Source: an optimization exercise on an open RTL-to-GDS flow (aim: small area, a short achievable clock period and few clock cycles). Production flows keep margins and buffers that such runs may drop.
RTL that was checked went through simulation tests only; none was proved equivalent to the original.
Power and IR drop assume default switching activity.

## Div
module Div (
    input wire clk,
    input wire reset_total,
    input wire reset_local,
    input wire [31:0] dividend_in,
    input wire [31:0] divisor_in,
    output reg zero_division_flag,
    output wire [31:0] remainder_out,
    output wire [31:0] quotient_out,
    output wire done
);
For scale: ~1700 cells after synthesis, about 0.010 mm^2 of cells after synthesis.
export LEC_CHECK = 0
export ABC_AREA = 1
export CAP_MARGIN = 20
export CORE_MARGIN = 2
export CORE_UTILIZATION = 40
export CTS_BUF_LIST = sky130_fd_sc_hd__clkbuf_4 sky130_fd_sc_hd__clkbuf_8
export CTS_CLUSTER_SIZE = 20
export SETUP_SLACK_MARGIN = 3.2
export SLEW_MARGIN = 20
create_clock -name core_clock -period 6.0 [get_ports {clk}]
standard.sh (not shown) runs the stock make flow with config.mk's settings and CLKGATE_MAP_FILE= SYNTH_SCRIPT=/design/flow/synth_recipe.tcl, a recipe that flattens the netlist after the stock synthesis.
==> flow/flow/run.sh <==
#!/bin/bash
# Standard layout (the standard.sh), with two synthesis choices changed:
# adders keep Yosys's default carry-lookahead mapping instead of the Kogge-Stone
# extra map, and are not turned into half/full adder cells, so ABC maps them.
set -euo pipefail
export ADDER_MAP_FILE=
export SYNTH_OPERATIONS_ARGS=-nordff
bash standard.sh > flow_make.log 2>&1
Testbench counts at the start, summed over its fixed seeds: cycles 22,792.
Edit:
==> flow/flow/run.sh (replaced) <==
#!/bin/bash
# Standard layout (the standard.sh) with these changes:
# - adders keep Yosys's default carry-lookahead mapping instead of the
#   Kogge-Stone extra map, and are not turned into half/full adder cells, so
#   ABC maps them;
# - the port buffers are the smallest buffer cell (repair_timing upsizes the
#   ones on critical paths).
set -euo pipefail
export ADDER_MAP_FILE=
export SYNTH_OPERATIONS_ARGS=-nordff
export BUFFER_PORTS_ARGS="-buffer_cell sky130_fd_sc_hd__buf_1"
bash standard.sh > flow_make.log 2>&1
--- a/flow/config.mk
+++ b/flow/config.mk
@@ -9,7 +9,8 @@
 export CAP_MARGIN = 20
 export CORE_MARGIN = 2
-export CORE_UTILIZATION = 40
+export CORE_UTILIZATION = 65
 export CTS_BUF_LIST = sky130_fd_sc_hd__clkbuf_4 sky130_fd_sc_hd__clkbuf_8
 export CTS_CLUSTER_SIZE = 20
+export PLACE_DENSITY = 0.75
 export SETUP_SLACK_MARGIN = 3.2
 export SLEW_MARGIN = 20
Routed wire length went down by 11%; setup slack improved by 0.070 ns; combinational power went down by about 9%; power went down by 6.5%; cell area went down by 12%; synthesized area is unchanged.
Edit:
--- a/flow/config.mk
+++ b/flow/config.mk
@@ -9,8 +9,7 @@
 export CAP_MARGIN = 20
 export CORE_MARGIN = 2
-export CORE_UTILIZATION = 65
+export CORE_UTILIZATION = 40
 export CTS_BUF_LIST = sky130_fd_sc_hd__clkbuf_4 sky130_fd_sc_hd__clkbuf_8
 export CTS_CLUSTER_SIZE = 20
-export PLACE_DENSITY = 0.75
 export SETUP_SLACK_MARGIN = 3.2
 export SLEW_MARGIN = 20
Outcome: The new run went through all stages and came out clean; synthesized area is unchanged; worst hold slack barely changes; first-iteration DRC count is lower by 34%; fmax stays flat; core utilization came out lower by 25 points; non-clock buffer count is higher by 41; die area goes up by 60%.
Edit:
--- a/flow/config.mk
+++ b/flow/config.mk
@@ -9,7 +9,7 @@
 export CAP_MARGIN = 20
 export CORE_MARGIN = 2
-export CORE_UTILIZATION = 40
+export CORE_UTILIZATION = 60
 export CTS_BUF_LIST = sky130_fd_sc_hd__clkbuf_4 sky130_fd_sc_hd__clkbuf_8
 export CTS_CLUSTER_SIZE = 20
-export SETUP_SLACK_MARGIN = 3.2
+export SETUP_SLACK_MARGIN = 3.4
 export SLEW_MARGIN = 20
Outcome:
- routed wire length grows by 9.5%
- combinational power grows by 19%
- count of clock-buffer cells in the layout shrinks by 1
- power grows by 15%
- worst setup slack loses 0.11 ns
- synthesized cell count stays the same
- final area grows by 7.7%
- global-route usage grows by 13 points
- area after synthesis is unchanged
- non-clock buffer count grows by 52
- clock power grows by 23%


Div, a different RTL version from the one above (not shown whole).
Size: roughly 1200 cells after synthesis, about 110 flip-flops, ~10000 µm² of cells after synthesis.
==> flow/config.mk <==
export PLATFORM = sky130hd
export DESIGN_NAME = Div
export DESIGN_NICKNAME = Div
export VERILOG_FILES = /design/flow/design.v
export SDC_FILE = /design/flow/constraint.sdc
export NUM_CORES = 4
export LEC_CHECK = 0
export CAP_MARGIN = 20
export CORE_MARGIN = 2
export CORE_UTILIZATION = 40
export SETUP_SLACK_MARGIN = 3.5
export SLEW_MARGIN = 20
==> flow/constraint.sdc <==
create_clock -name core_clock -period 6.0 [get_ports {clk}]
set_input_delay 1.2000 -clock core_clock [delete_from_list [all_inputs] [get_ports {clk}]]
set_output_delay 1.2000 -clock core_clock [all_outputs]
set_load 0.01 [all_outputs]
run.sh (not shown) runs the stock make flow with config.mk's settings and CLKGATE_MAP_FILE= SYNTH_SCRIPT=/design/flow/synth_recipe.tcl, a recipe that flattens the netlist after the stock synthesis.
Stock flow here: none of the scripts above is used.
The baseline completed with no timing, DRC or antenna violations.
Next try:
==> flow/flow/run.sh (new file) <==
#!/bin/bash
# Standard layout (the standard.sh), with two synthesis choices changed:
# adders keep Yosys's default carry-lookahead mapping instead of the Kogge-Stone
# extra map, and are not turned into half/full adder cells, so ABC maps them.
set -euo pipefail
export ADDER_MAP_FILE=
export SYNTH_OPERATIONS_ARGS=-nordff
bash standard.sh > flow_make.log 2>&1
==> flow/standard.sh (new file) <==
#!/bin/bash
# synth_recipe.tcl (not shown) runs the flow's synth.tcl, then flattens the netlist and writes it again
# the make line also repeats each setting of config.mk as NAME=value (left out here)
make -C /OpenROAD-flow-scripts/flow DESIGN_CONFIG=/design/flow/config.mk WORK_HOME=/design/flow/orfs CLKGATE_MAP_FILE= SYNTH_SCRIPT=/design/flow/synth_recipe.tcl "${@:-finish}"
--- a/flow/config.mk
+++ b/flow/config.mk
@@ -6,7 +6,8 @@
 export NUM_CORES = 4
 export LEC_CHECK = 0
+export ABC_AREA = 1
 export CAP_MARGIN = 20
 export CORE_MARGIN = 2
 export CORE_UTILIZATION = 40
-export SETUP_SLACK_MARGIN = 3.5
+export SETUP_SLACK_MARGIN = 2.0
 export SLEW_MARGIN = 20
removed: flow/run.sh
Effect:
- The changed run finished clean
- sequential power barely changes
- non-clock buffer count is lower by 92
- wire length drops by a little under a tenth
- first-iteration DRC count decreases by a quarter to a third
- critical path depth goes up by 1
- global-route usage came out lower by 0.92 points
- utilization drops by 7.8 points
- sequential cell count is unchanged
- clock-buffer cell count is unchanged
Next try:
==> flow/run.sh (new file) <==
#!/bin/bash
# synth_recipe.tcl (not shown) runs the flow's synth.tcl, then flattens the netlist and writes it again
# the make line also repeats each setting of config.mk as NAME=value (left out here)
make -C /OpenROAD-flow-scripts/flow DESIGN_CONFIG=/design/flow/config.mk WORK_HOME=/design/flow/orfs CLKGATE_MAP_FILE= SYNTH_SCRIPT=/design/flow/synth_recipe.tcl finish
--- a/flow/config.mk
+++ b/flow/config.mk
@@ -6,8 +6,7 @@
 export NUM_CORES = 4
 export LEC_CHECK = 0
-export ABC_AREA = 1
 export CAP_MARGIN = 20
 export CORE_MARGIN = 2
 export CORE_UTILIZATION = 40
-export SETUP_SLACK_MARGIN = 2.0
+export SETUP_SLACK_MARGIN = 2.5
 export SLEW_MARGIN = 20
removed: flow/flow/run.sh
removed: flow/standard.sh
The changed run completed with no timing, DRC or antenna violations.
Area after synthesis grows by 3.6%.
Setup slack is worse by 940 ps.
Die area grows by 3.5%.
Worst hold slack is better by 19 ps.
Total power grows by 19%.
Sequential share of layout area shrinks by 3.4 points.
Design area grows by 15%.
Register-to-register slack is worse by 1000 ps.
Global-route usage grows by 0.57 points.
Combinational power grows by 41%.
Next try:
==> flow/flow/run.sh (new file) <==
#!/bin/bash
# Standard layout (the standard.sh), with two synthesis choices changed:
# adders keep Yosys's default carry-lookahead mapping instead of the Kogge-Stone
# extra map, and are not turned into half/full adder cells, so ABC maps them.
set -euo pipefail
export ADDER_MAP_FILE=
export SYNTH_OPERATIONS_ARGS=-nordff
bash standard.sh > flow_make.log 2>&1
==> flow/standard.sh (new file) <==
#!/bin/bash
# synth_recipe.tcl (not shown) runs the flow's synth.tcl, then flattens the netlist and writes it again
# the make line also repeats each setting of config.mk as NAME=value (left out here)
make -C /OpenROAD-flow-scripts/flow DESIGN_CONFIG=/design/flow/config.mk WORK_HOME=/design/flow/orfs CLKGATE_MAP_FILE= SYNTH_SCRIPT=/design/flow/synth_recipe.tcl "${@:-finish}"
--- a/flow/config.mk
+++ b/flow/config.mk
@@ -6,7 +6,7 @@
 export NUM_CORES = 4
 export LEC_CHECK = 0
+export ABC_AREA = 1
 export CAP_MARGIN = 20
 export CORE_MARGIN = 2
 export CORE_UTILIZATION = 40
-export SETUP_SLACK_MARGIN = 2.5
 export SLEW_MARGIN = 20
removed: flow/run.sh
First-iteration DRC count came out lower by 25%.
Global-route usage went down by 0.78 points.
Non-clock buffer count fell by 94.
Core utilization falls by 7.3 points.
Worst setup slack improves by 410 ps.
Count of clock-buffer cells in the layout is unchanged.
Power shrinks by 17%.
Register-to-register slack gets better by 410 ps.
Cell area falls by 16%.
No functional check of the RTL was part of any run of this note.


## alpha
Div, a different RTL version from the one above (not shown whole).
Size in the first run: about 1700 cells after synthesis, about 110 flip-flops, ~130 I/O pins, about 10000 µm² of cells after synthesis.
==> flow/config.mk <==
export PLATFORM = sky130hd
export DESIGN_NAME = Div
export DESIGN_NICKNAME = Div
export VERILOG_FILES = /design/flow/design.v
export SDC_FILE = /design/flow/constraint.sdc
export NUM_CORES = 4
export LEC_CHECK = 0
export ABC_AREA = 1
export CAP_MARGIN = 20
export CORE_MARGIN = 2
export CORE_UTILIZATION = 75
export CTS_BUF_LIST = sky130_fd_sc_hd__clkbuf_4 sky130_fd_sc_hd__clkbuf_8
export CTS_CLUSTER_SIZE = 12
export SETUP_SLACK_MARGIN = 3.2
export SLEW_MARGIN = 20
==> flow/constraint.sdc <==
create_clock -name core_clock -period 6.0 [get_ports {clk}]
set_input_delay 1.2000 -clock core_clock [delete_from_list [all_inputs] [get_ports {clk}]]
set_output_delay 1.2000 -clock core_clock [all_outputs]
set_load 0.01 [all_outputs]
standard.sh (not shown) runs the stock make flow with config.mk's settings and CLKGATE_MAP_FILE= SYNTH_SCRIPT=/design/flow/synth_recipe.tcl, a recipe that flattens the netlist after the stock synthesis.
==> flow/flow/run.sh <==
#!/bin/bash
# Standard layout (the standard.sh) with these changes:
# - adders keep Yosys's default carry-lookahead mapping instead of the
#   Kogge-Stone extra map, and are not turned into half/full adder cells, so
#   ABC maps them;
# - the port buffers are the smallest buffer cell (repair_timing upsizes the
#   ones on critical paths).
set -euo pipefail
export ADDER_MAP_FILE=
export SYNTH_OPERATIONS_ARGS=-nordff
export BUFFER_PORTS_ARGS="-buffer_cell sky130_fd_sc_hd__buf_1"
bash standard.sh > flow_make.log 2>&1
Status(alpha) = ERROR, stage = global routing (5_1_grt)
Relative to alpha, the following input files were edited for beta:
- a deleted CTS_BUF_LIST that had been sky130_fd_sc_hd__clkbuf_4 sky130_fd_sc_hd__clkbuf_8
- a change of CORE_UTILIZATION from 75 to 65
- a deleted CTS_CLUSTER_SIZE that had been 12
### Flow results
The die outline height number comes out higher for beta vs alpha.
Number of enable-type register cells in the synthesized netlist: beta vs alpha identical
Between beta and alpha, it is beta whose initial standard-cell utilization of the core is lower, by 12 points.
FAIL: alpha; every other run in alpha and beta is clean
Diff alpha -> beta | placed instance area | up slightly
Looking at cell total after placement, beta sits about 2.1% higher than alpha does.
Changes observed in beta relative to alpha: standard-cell row count picked up an extra 4; post-CTS setup buffer count grew by 3; post-cts sizing count higher.
Setup changes, beta to gamma
- a change of CORE_UTILIZATION from 65 to 60
## What came out
Chip height for gamma: about 4% up relative to beta. Re final-report setup violation count: no difference whatsoever between gamma and beta. | overall track demand over capacity in global routing | higher: beta |. Launch point of the worst path = dividend_in[27]: beta; launch point of the worst path = dividend_in[9]: gamma.
Function was not checked in any run of this note: the RTL went through the layout flow alone.

static timing again, ports no longer ideal:
No port has a modelled driver above. Below, the same layouts with a new extraction and two added sets of constraints. Step 1: set_driving_cell puts a clkbuf_16 on clk and a buf_2 on each other input, an assumption about the parent block. Step 2 adds t to the input delays and takes it off the output delays; t is the mean of the earliest and latest rising clock arrival at the registers after step 1. Input paths then give back, and output paths get back, about the clock's delay inside the block. a / b / c = ideal ports / drivers / drivers and shift; a / b = the first two.
| run | shift t [ns] | setup slack, ns | worst setup path at the end |
|---|---|---|---|
| the first run of note 1 | 0.509 | 3.165 / 3.176 / 2.668 | input to register |
| the second run of note 1 | 0.503 | 3.235 / 3.235 / 2.762 | input to register |
| the third run of note 1 | 0.497 | 3.227 / 3.207 / 2.709 | input to register |
| the fourth run of note 1 | 0.512 | 3.113 / 3.099 / 2.587 | input to register |
| the first run of note 2 | 0.421 | 1.371 / 1.376 / 0.955 | input to register |
| the second run of note 2 | 0.411 | 2.204 / 2.225 / 1.814 | input to register |
| the third run of note 2 | 0.418 | 1.265 / 1.265 / 0.943 | input to register |
| the fourth run of note 2 | 0.410 | 1.674 / 1.674 / 1.430 | input to register |
| beta | 0.415 | 3.116 / 3.120 / 2.705 | input to register |
| gamma | 0.413 | 3.132 / 3.145 / 2.731 | input to register |
After both steps setup and hold are still met in every run listed. The setup slack of the fourth run of note 1, which loses most, moves by -0.014 ns with the drivers and by -0.526 ns with both steps.
